Context: an optimization exercise on an open-source flow, tuned for a short achievable clock period and few clock cycles. The choices shown serve that exercise and are no tape-out recipe.
Only simulation tests tie the RTL to the original design; equivalence was not proved.
Power figures rest on the tool's default switching activity, not on a simulated workload.

==> inputs of run G <==
==> flow/design.v <==
module ALU(
    input i_c,
    input [15:0] i_d1,
    input [15:0] i_d2,
    output [15:0] o_result,
    output o_c
);
wire [15:0] w_p = i_d1 | i_d2;
wire [15:0] w_g = i_d1 & i_d2;
wire [15:0] g1, p1, g2, p2, g3, p3, g4, p4;
genvar i;
generate
    for (i = 0; i < 16; i = i + 1) begin : lv
        if (i >= 1) begin : l1
            assign g1[i] = w_g[i] | (w_p[i] & w_g[i-1]);
            assign p1[i] = w_p[i] & w_p[i-1];
        end else begin : l1n
            assign g1[i] = w_g[i];
            assign p1[i] = w_p[i];
        end
        if (i >= 2) begin : l2
            assign g2[i] = g1[i] | (p1[i] & g1[i-2]);
            assign p2[i] = p1[i] & p1[i-2];
        end else begin : l2n
            assign g2[i] = g1[i];
            assign p2[i] = p1[i];
        end
        if (i >= 4) begin : l3
            assign g3[i] = g2[i] | (p2[i] & g2[i-4]);
            assign p3[i] = p2[i] & p2[i-4];
        end else begin : l3n
            assign g3[i] = g2[i];
            assign p3[i] = p2[i];
        end
        if (i >= 8) begin : l4
            assign g4[i] = g3[i] | (p3[i] & g3[i-8]);
            assign p4[i] = p3[i] & p3[i-8];
        end else begin : l4n
            assign g4[i] = g3[i];
            assign p4[i] = p3[i];
        end
    end
endgenerate
wire [15:0] w_c = g4 | (p4 & {16{i_c}});
assign o_result = (i_d1 ^ {w_c[14:0], i_c}) ^ i_d2;
assign o_c = w_c[15];
endmodule
module Decoder(
    input [31:0] i_ir,
    output o_lw,             
    output o_sw,             
    output o_alu,            
    output o_sub,            
    output o_we,             
    output [3:0] o_rd,
    output [3:0] o_rs1,      
    output [3:0] o_rs2,      
    output [15:0] o_imm_lw,  
    output [15:0] o_imm_sw   
);
wire [7:0] w_op = i_ir[31:24];
assign o_lw  = (w_op == 8'd1);
assign o_sw  = (w_op == 8'd2);
assign o_alu = (w_op == 8'd3) || (w_op == 8'd4);
assign o_sub = (w_op == 8'd4);
assign o_we  = o_lw || o_alu;
assign o_rd  = i_ir[23:20];
assign o_rs1 = (w_op[2:0] == 3'b001) ? i_ir[3:0] : i_ir[7:4];
assign o_rs2 = i_ir[3:0];
assign o_imm_lw = i_ir[19:4];
assign o_imm_sw = i_ir[23:8];
endmodule
module RegisterFile(
    input i_clk,
    input i_reset_n,
    input i_we,                      
    input [3:0] i_ws,                
    input [31:0] i_wd,               
    input [3:0] i_rs1,               
    input [3:0] i_rs2,               
    output [31:0] o_rd1,
    output [31:0] o_rd2
);
reg [31:0] r_registers [15:0];
reg [31:0] r_part1 [3:0];
reg [31:0] r_part2 [3:0];
reg [1:0]  r_grp1, r_grp2;
integer g;
always @(posedge i_clk)
begin
    for (g = 0; g < 4; g = g + 1) begin
        r_part1[g] <= r_registers[{g[1:0], i_rs1[1:0]}];
        r_part2[g] <= r_registers[{g[1:0], i_rs2[1:0]}];
    end
    r_grp1 <= i_rs1[3:2];
    r_grp2 <= i_rs2[3:2];
end
assign o_rd1 = r_part1[r_grp1];
assign o_rd2 = r_part2[r_grp2];
integer i;
always @(posedge i_clk or negedge i_reset_n)
begin
    if (!i_reset_n) begin
        for (i = 0; i < 16; i = i + 1)
            r_registers[i] <= 0;
    end
    else if (i_we) begin
        r_registers[i_ws] <= i_wd;
    end
end
endmodule
module StallControl(
    input [3:0] i_rs,
    input i_e_we,            
    input i_e_lw,
    input [3:0] i_e_rd,
    input i_x_we,            
    input [3:0] i_x_rd,
    output o_f1,             
    output o_fl,             
    output o_f2              
);
wire w_m1 = i_e_we && (i_e_rd == i_rs);
wire w_m2 = i_x_we && (i_x_rd == i_rs);
assign o_f1 = w_m1 && !i_e_lw;
assign o_fl = w_m1 && i_e_lw;
assign o_f2 = w_m2 && !w_m1;
endmodule
module DecoderReadRegisterMux(
    input i_s0,
    input [15:0] i_d0,
    input i_s1,
    input [15:0] i_d1,
    input i_s2,
    input [15:0] i_d2,
    input i_s3,
    input [15:0] i_d3,
    output [15:0] o_d
);
assign o_d = ({16{i_s0}} & i_d0) | ({16{i_s1}} & i_d1)
           | ({16{i_s2}} & i_d2) | ({16{i_s3}} & i_d3);
endmodule
module CPU(
    input i_clk,
    input i_reset_n,
    output [15:0] o_pc,
    input [31:0] i_instruction,
    output [15:0] o_address,
    output o_rw,
    output [31:0] o_data,
    input [31:0] i_data
);
wire        f_lw, f_sw, f_alu, f_sub, f_we;
wire [3:0]  f_rd, f_rs1, f_rs2;
wire [15:0] f_imm_lw, f_imm_sw;
Decoder decoder(
    .i_ir(i_instruction),
    .o_lw(f_lw), .o_sw(f_sw), .o_alu(f_alu), .o_sub(f_sub), .o_we(f_we),
    .o_rd(f_rd), .o_rs1(f_rs1), .o_rs2(f_rs2), .o_imm_lw(f_imm_lw), .o_imm_sw(f_imm_sw)
);
reg [13:0]  r_pc;
reg         d_lw, d_sw, d_alu, d_sub, d_we;
reg [3:0]   d_rd, d_rs1, d_rs2;
reg         d_w1, d_w2;
reg         d_v1, d_v2;
reg [15:0]  d_imm_lw, d_imm_sw;
always @(posedge i_clk or negedge i_reset_n)
begin
    if (!i_reset_n) begin
        r_pc <= 0;
        d_lw <= 0;
        d_sw <= 0;
        d_alu <= 0;
        d_sub <= 0;
        d_we <= 0;
    end
    else begin
        r_pc <= r_pc + 14'd1;
        d_lw <= f_lw;
        d_sw <= f_sw;
        d_alu <= f_alu;
        d_sub <= f_sub;
        d_we <= f_we;
    end
end
always @(posedge i_clk)
begin
    d_rd <= f_rd;
    d_rs1 <= f_rs1;
    d_rs2 <= f_rs2;
    d_imm_lw <= f_imm_lw;
    d_imm_sw <= f_imm_sw;
end
assign o_pc = {r_pc, 2'b00};
reg         e_lw, e_sw, e_sub, e_we;
reg [3:0]   e_rd;
reg [31:0]  e_a, e_b, e_s;           
reg         e_a0, e_a1, e_al, e_a2;
reg         e_s0, e_s1, e_sl, e_s2;
reg         e_b0, e_b1, e_bl, e_b2, e_b1n, e_bln, e_b2n;
reg         x_lw, x_we;
reg [3:0]   x_rd;
reg [15:0]  x_lo;                    
reg [15:0]  x_lo_n;                  
reg         x_c;                     
reg [15:0]  x_a, x_b;                
reg         x_a0, x_a1, x_b0, x_b1, x_b1n;   
reg [15:0]  r_address;
reg         r_rw;
reg [31:0]  r_data;
reg         w_we;
reg [3:0]   w_rd;
reg [31:0]  w_val;
reg [31:0]  w2_val;
reg [31:0]  w_val_n;                 
wire [31:0] w_rfr1, w_rfr2;
wire [31:0] w_rfa = d_w1 ? w_val : d_v1 ? w2_val : w_rfr1;    
wire [31:0] w_rf2 = d_w2 ? w_val : d_v2 ? w2_val : w_rfr2;    
wire [31:0] w_rf1 = d_lw ? w_rf2 : w_rfa;                     
wire [31:0] w_result;            
RegisterFile registerFile(
    .i_clk(i_clk),
    .i_reset_n(i_reset_n),
    .i_we(w_we),
    .i_ws(w_rd),
    .i_wd(w_val),
    .i_rs1(i_instruction[7:4]),
    .i_rs2(i_instruction[3:0]),
    .o_rd1(w_rfr1),
    .o_rd2(w_rfr2)
);
wire w_a1, w_al, w_a2, w_b1, w_bl, w_b2;
StallControl hazard1(
    .i_rs(d_rs1),
    .i_e_we(e_we), .i_e_lw(e_lw), .i_e_rd(e_rd),
    .i_x_we(x_we), .i_x_rd(x_rd),
    .o_f1(w_a1), .o_fl(w_al), .o_f2(w_a2)
);
StallControl hazard2(
    .i_rs(d_rs2),
    .i_e_we(e_we), .i_e_lw(e_lw), .i_e_rd(e_rd),
    .i_x_we(x_we), .i_x_rd(x_rd),
    .o_f1(w_b1), .o_fl(w_bl), .o_f2(w_b2)
);
wire d_add = d_alu && !d_sub;
always @(posedge i_clk)
begin
    d_w1 <= x_we && (x_rd == i_instruction[7:4]);
    d_w2 <= x_we && (x_rd == i_instruction[3:0]);
    d_v1 <= w_we && (w_rd == i_instruction[7:4]);
    d_v2 <= w_we && (w_rd == i_instruction[3:0]);
end
always @(posedge i_clk or negedge i_reset_n)
begin
    if (!i_reset_n) begin
        e_lw <= 0;
        e_sw <= 0;
        e_sub <= 0;
        e_we <= 0;
    end
    else begin
        e_lw <= d_lw;
        e_sw <= d_sw;
        e_sub <= d_sub;
        e_we <= d_we;
    end
end
always @(posedge i_clk)
begin
    e_rd <= d_rd;
    e_a <= w_rf1;
    e_b <= d_alu ? (w_rf2 ^ {32{d_sub}}) : {16'b0, d_lw ? d_imm_lw : d_imm_sw};
    e_s <= w_rf2;
    e_a0 <= !(w_a1 || w_al || w_a2);
    e_a1 <= w_a1;
    e_al <= w_al;
    e_a2 <= w_a2;
    e_b0 <= !(d_alu && (w_b1 || w_bl || w_b2));
    e_b1 <= d_add && w_b1;
    e_bl <= d_add && w_bl;
    e_b2 <= d_add && w_b2;
    e_b1n <= d_sub && w_b1;
    e_bln <= d_sub && w_bl;
    e_b2n <= d_sub && w_b2;
    e_s0 <= !(w_b1 || w_bl || w_b2);
    e_s1 <= w_b1;
    e_sl <= w_bl;
    e_s2 <= w_b2;
end
wire [15:0] w_a_lo, w_b_lo, w_bn_lo, w_s_lo;
DecoderReadRegisterMux muxA(
    .i_s0(e_a0), .i_d0(e_a[15:0]),
    .i_s1(e_a1), .i_d1(x_lo),
    .i_s2(e_al), .i_d2(i_data[15:0]),
    .i_s3(e_a2), .i_d3(w_val[15:0]),
    .o_d(w_a_lo)
);
DecoderReadRegisterMux muxB(
    .i_s0(e_b0), .i_d0(e_b[15:0]),
    .i_s1(e_b1), .i_d1(x_lo),
    .i_s2(e_bl), .i_d2(i_data[15:0]),
    .i_s3(e_b2), .i_d3(w_val[15:0]),
    .o_d(w_b_lo)
);
DecoderReadRegisterMux muxBn(
    .i_s0(1'b0), .i_d0(16'b0),
    .i_s1(e_b1n), .i_d1(x_lo_n),
    .i_s2(e_bln), .i_d2(~i_data[15:0]),
    .i_s3(e_b2n), .i_d3(w_val_n[15:0]),
    .o_d(w_bn_lo)
);
DecoderReadRegisterMux muxS(
    .i_s0(e_s0), .i_d0(e_s[15:0]),
    .i_s1(e_s1), .i_d1(x_lo),
    .i_s2(e_sl), .i_d2(i_data[15:0]),
    .i_s3(e_s2), .i_d3(w_val[15:0]),
    .o_d(w_s_lo)
);
wire [15:0] w_y_lo;
wire        w_c_lo;
ALU alu_lo(
    .i_c(e_sub),
    .i_d1(w_a_lo),
    .i_d2(w_b_lo | w_bn_lo),
    .o_result(w_y_lo),
    .o_c(w_c_lo)
);
wire [15:0] w_a_hi = ({16{x_a0}} & x_a) | ({16{x_a1}} & w_val[31:16]);
wire [15:0] w_b_hi = ({16{x_b0}} & x_b) | ({16{x_b1}} & w_val[31:16])
                   | ({16{x_b1n}} & w_val_n[31:16]);
wire [15:0] w_y_hi;
/*verilator lint_off UNUSED*/
wire        w_c_hi;
/*verilator lint_on UNUSED*/
ALU alu_hi(
    .i_c(x_c),
    .i_d1(w_a_hi),
    .i_d2(w_b_hi),
    .o_result(w_y_hi),
    .o_c(w_c_hi)
);
wire [15:0] w_s_hi;
DecoderReadRegisterMux muxShi(
    .i_s0(e_s0), .i_d0(e_s[31:16]),
    .i_s1(e_s1), .i_d1(w_y_hi),
    .i_s2(e_sl), .i_d2(i_data[31:16]),
    .i_s3(e_s2), .i_d3(w_val[31:16]),
    .o_d(w_s_hi)
);
always @(posedge i_clk or negedge i_reset_n)
begin
    if (!i_reset_n) begin
        x_lw <= 0;
        x_we <= 0;
        r_rw <= 0;
    end
    else begin
        x_lw <= e_lw;
        x_we <= e_we;
        r_rw <= e_sw;
    end
end
always @(posedge i_clk)
begin
    x_rd <= e_rd;
    x_lo <= w_y_lo;
    x_lo_n <= ~w_y_lo;
    x_c <= w_c_lo;
    r_address <= w_y_lo;
    x_a <= e_a2 ? w_val[31:16] : e_a[31:16];
    x_b <= (e_b2 ? w_val[31:16] : 16'b0) | (e_b2n ? w_val_n[31:16] : 16'b0)
         | (e_b2 || e_b2n ? 16'b0 : e_b[31:16]);
    x_a0 <= !(e_a1 || e_al);
    x_a1 <= e_a1 || e_al;
    x_b0 <= !(e_b1 || e_bl || e_b1n || e_bln);
    x_b1 <= e_b1 || e_bl;
    x_b1n <= e_b1n || e_bln;
    r_data <= {w_s_hi, w_s_lo};
end
assign o_address = r_address;
assign o_rw = r_rw;
assign o_data = r_data;
assign w_result = x_lw ? i_data : {w_y_hi, x_lo};
always @(posedge i_clk or negedge i_reset_n)
begin
    if (!i_reset_n)
        w_we <= 0;
    else
        w_we <= x_we;
end
always @(posedge i_clk)
begin
    w_rd <= x_rd;
    w2_val <= w_val;
    w_val <= w_result;
    w_val_n <= ~w_result;
end
endmodule
==> flow/run.sh <==
#!/bin/bash
# synth_recipe.tcl (not shown) runs the flow's synth.tcl, then flattens the netlist and writes it again
# the make line also repeats each setting of config.mk as NAME=value (left out here)
make -C /OpenROAD-flow-scripts/flow DESIGN_CONFIG=/design/flow/config.mk WORK_HOME=/design/flow/orfs CLKGATE_MAP_FILE= SYNTH_SCRIPT=/design/flow/synth_recipe.tcl finish
==> flow/config.mk <==
export PLATFORM = sky130hd
export DESIGN_NAME = CPU
export DESIGN_NICKNAME = CPU
export VERILOG_FILES = /design/flow/design.v
export SDC_FILE = /design/flow/constraint.sdc
export NUM_CORES = 4
export LEC_CHECK = 0
export ABC_AREA = 1
export CAP_MARGIN = 20
export CORE_MARGIN = 2
export CORE_UTILIZATION = 40
export PLACE_DENSITY = 0.6
export SETUP_SLACK_MARGIN = 3.2
export SLEW_MARGIN = 20
==> flow/constraint.sdc <==
create_clock -name core_clock -period 5.0 [get_ports {i_clk}]
set_input_delay 1.0000 -clock core_clock [delete_from_list [all_inputs] [get_ports {i_clk}]]
set_output_delay 1.0000 -clock core_clock [all_outputs]
set_load 0.01 [all_outputs]
==> run M (differences from run G) <==
--- a/flow/design.v
+++ b/flow/design.v
@@ -56,4 +56,6 @@
     output [3:0] o_rs1,      
     output [3:0] o_rs2,      
+    output [15:0] o_rs1_oh,  
+    output [15:0] o_rs2_oh,  
     output [15:0] o_imm_lw,  
     output [15:0] o_imm_sw   
@@ -68,4 +70,11 @@
 assign o_rs1 = (w_op[2:0] == 3'b001) ? i_ir[3:0] : i_ir[7:4];
 assign o_rs2 = i_ir[3:0];
+genvar i;
+generate
+    for (i = 0; i < 16; i = i + 1) begin : oh
+        assign o_rs1_oh[i] = (o_rs1 == i);
+        assign o_rs2_oh[i] = (o_rs2 == i);
+    end
+endgenerate
 assign o_imm_lw = i_ir[19:4];
 assign o_imm_sw = i_ir[23:8];
@@ -77,25 +86,35 @@
     input [3:0] i_ws,                
     input [31:0] i_wd,               
-    input [3:0] i_rs1,               
-    input [3:0] i_rs2,               
+    input [15:0] i_rs1,              
+    input [15:0] i_rs2,              
     output [31:0] o_rd1,
     output [31:0] o_rd2
 );
 reg [31:0] r_registers [15:0];
+reg [31:0] w_part1 [3:0];
+reg [31:0] w_part2 [3:0];
 reg [31:0] r_part1 [3:0];
 reg [31:0] r_part2 [3:0];
-reg [1:0]  r_grp1, r_grp2;
-integer g;
+integer g, j;
+always @(*)
+begin
+    for (g = 0; g < 4; g = g + 1) begin
+        w_part1[g] = 0;
+        w_part2[g] = 0;
+        for (j = 0; j < 4; j = j + 1) begin
+            w_part1[g] = w_part1[g] | ({32{i_rs1[4*g+j]}} & r_registers[4*g+j]);
+            w_part2[g] = w_part2[g] | ({32{i_rs2[4*g+j]}} & r_registers[4*g+j]);
+        end
+    end
+end
 always @(posedge i_clk)
 begin
     for (g = 0; g < 4; g = g + 1) begin
-        r_part1[g] <= r_registers[{g[1:0], i_rs1[1:0]}];
-        r_part2[g] <= r_registers[{g[1:0], i_rs2[1:0]}];
+        r_part1[g] <= w_part1[g];
+        r_part2[g] <= w_part2[g];
     end
-    r_grp1 <= i_rs1[3:2];
-    r_grp2 <= i_rs2[3:2];
 end
-assign o_rd1 = r_part1[r_grp1];
-assign o_rd2 = r_part2[r_grp2];
+assign o_rd1 = r_part1[0] | r_part1[1] | r_part1[2] | r_part1[3];
+assign o_rd2 = r_part2[0] | r_part2[1] | r_part2[2] | r_part2[3];
 integer i;
 always @(posedge i_clk or negedge i_reset_n)
@@ -153,15 +172,17 @@
 wire        f_lw, f_sw, f_alu, f_sub, f_we;
 wire [3:0]  f_rd, f_rs1, f_rs2;
+wire [15:0] f_rs1_oh, f_rs2_oh;
 wire [15:0] f_imm_lw, f_imm_sw;
 Decoder decoder(
     .i_ir(i_instruction),
     .o_lw(f_lw), .o_sw(f_sw), .o_alu(f_alu), .o_sub(f_sub), .o_we(f_we),
-    .o_rd(f_rd), .o_rs1(f_rs1), .o_rs2(f_rs2), .o_imm_lw(f_imm_lw), .o_imm_sw(f_imm_sw)
+    .o_rd(f_rd), .o_rs1(f_rs1), .o_rs2(f_rs2),
+    .o_rs1_oh(f_rs1_oh), .o_rs2_oh(f_rs2_oh), .o_imm_lw(f_imm_lw), .o_imm_sw(f_imm_sw)
 );
 reg [13:0]  r_pc;
 reg         d_lw, d_sw, d_alu, d_sub, d_we;
 reg [3:0]   d_rd, d_rs1, d_rs2;
-reg         d_w1, d_w2;
-reg         d_v1, d_v2;
+reg         d_w1, d_w2;              
+reg         d_v1, d_v2;              
 reg [15:0]  d_imm_lw, d_imm_sw;
 always @(posedge i_clk or negedge i_reset_n)
@@ -215,7 +236,6 @@
 reg [31:0]  w_val_n;                 
 wire [31:0] w_rfr1, w_rfr2;
-wire [31:0] w_rfa = d_w1 ? w_val : d_v1 ? w2_val : w_rfr1;    
-wire [31:0] w_rf2 = d_w2 ? w_val : d_v2 ? w2_val : w_rfr2;    
-wire [31:0] w_rf1 = d_lw ? w_rf2 : w_rfa;                     
+wire [31:0] w_rf1 = d_w1 ? w_val : d_v1 ? w2_val : w_rfr1;
+wire [31:0] w_rf2 = d_w2 ? w_val : d_v2 ? w2_val : w_rfr2;
 wire [31:0] w_result;            
 RegisterFile registerFile(
@@ -225,6 +245,6 @@
     .i_ws(w_rd),
     .i_wd(w_val),
-    .i_rs1(i_instruction[7:4]),
-    .i_rs2(i_instruction[3:0]),
+    .i_rs1(f_rs1_oh),
+    .i_rs2(f_rs2_oh),
     .o_rd1(w_rfr1),
     .o_rd2(w_rfr2)
@@ -246,8 +266,8 @@
 always @(posedge i_clk)
 begin
-    d_w1 <= x_we && (x_rd == i_instruction[7:4]);
-    d_w2 <= x_we && (x_rd == i_instruction[3:0]);
-    d_v1 <= w_we && (w_rd == i_instruction[7:4]);
-    d_v2 <= w_we && (w_rd == i_instruction[3:0]);
+    d_w1 <= x_we && (x_rd == f_rs1);
+    d_w2 <= x_we && (x_rd == f_rs2);
+    d_v1 <= w_we && (w_rd == f_rs1);
+    d_v2 <= w_we && (w_rd == f_rs2);
 end
 always @(posedge i_clk or negedge i_reset_n)
--- a/flow/config.mk
+++ b/flow/config.mk
@@ -9,6 +9,6 @@
 export CAP_MARGIN = 20
 export CORE_MARGIN = 2
-export CORE_UTILIZATION = 40
-export PLACE_DENSITY = 0.6
+export CORE_UTILIZATION = 60
+export PLACE_DENSITY = 0.75
 export SETUP_SLACK_MARGIN = 3.2
 export SLEW_MARGIN = 20
==> comparison <==
- Sequential share of layout area: run M is higher than run G (0.37 points).
- Of run G and run M, run G has the higher count of clock-buffer cells in the layout (gap 18).
- Between run M and run G, the lower utilization is in run G (gap 28 points).
- Sequential power: run M is smaller than run G (3.1%).
- Between run G and run M, the lower final area is in run M (gap about 1%, measured against run M).
- Wire length: run G is higher than run M (2.8%).
- In run M the clock power is larger than in run G, by about 1%.
- In run M the power is smaller than in run G, by about 3.5%.
- Between run G and run M, the lower via count is in run G (gap 3.3%, measured against run M).
- Area after synthesis: run M is lower than run G (3.1%).
- Of run G and run M, run G has the higher maximum frequency (gap 5.2%, measured against run M).
Testbench counts of run G, summed over its fixed seeds: cycles 32,608.
Testbench counts of run M, summed over its fixed seeds: cycles 32,608.

-- re-timing with driven ports --
No port has a modelled driver above. Below, the same layouts with a new extraction and two added sets of constraints.
Step 1 (the two cells are an assumption about what drives the block):
set clk [get_ports {i_clk}]
set_driving_cell -lib_cell sky130_fd_sc_hd__clkbuf_16 $clk
set_driving_cell -lib_cell sky130_fd_sc_hd__buf_2 [delete_from_list [all_inputs] $clk]
Step 2 adds t to the input delays and takes it off the output delays; t is the mean of the earliest and latest rising clock arrival at the registers after step 1. Input paths then give back, and output paths get back, about the clock's delay inside the block.
a / b / c = ideal / step 1 / step 2; a / b = the first two.
run	shift t [ns]	slack for setup (ns)	slew at the worst register clock pin (ns)	worst slew at a driven data input, ns
run G	0.804	2.728 / 2.650 / 2.323	0.07 / 0.07	0.09
run M	0.758	2.609 / 2.637 / 1.878	0.08 / 0.08	0.06
After both steps every run listed still meets setup and hold. The setup slack of run M, which loses most, moves by +0.028 ns with the drivers and by -0.731 ns with both steps.
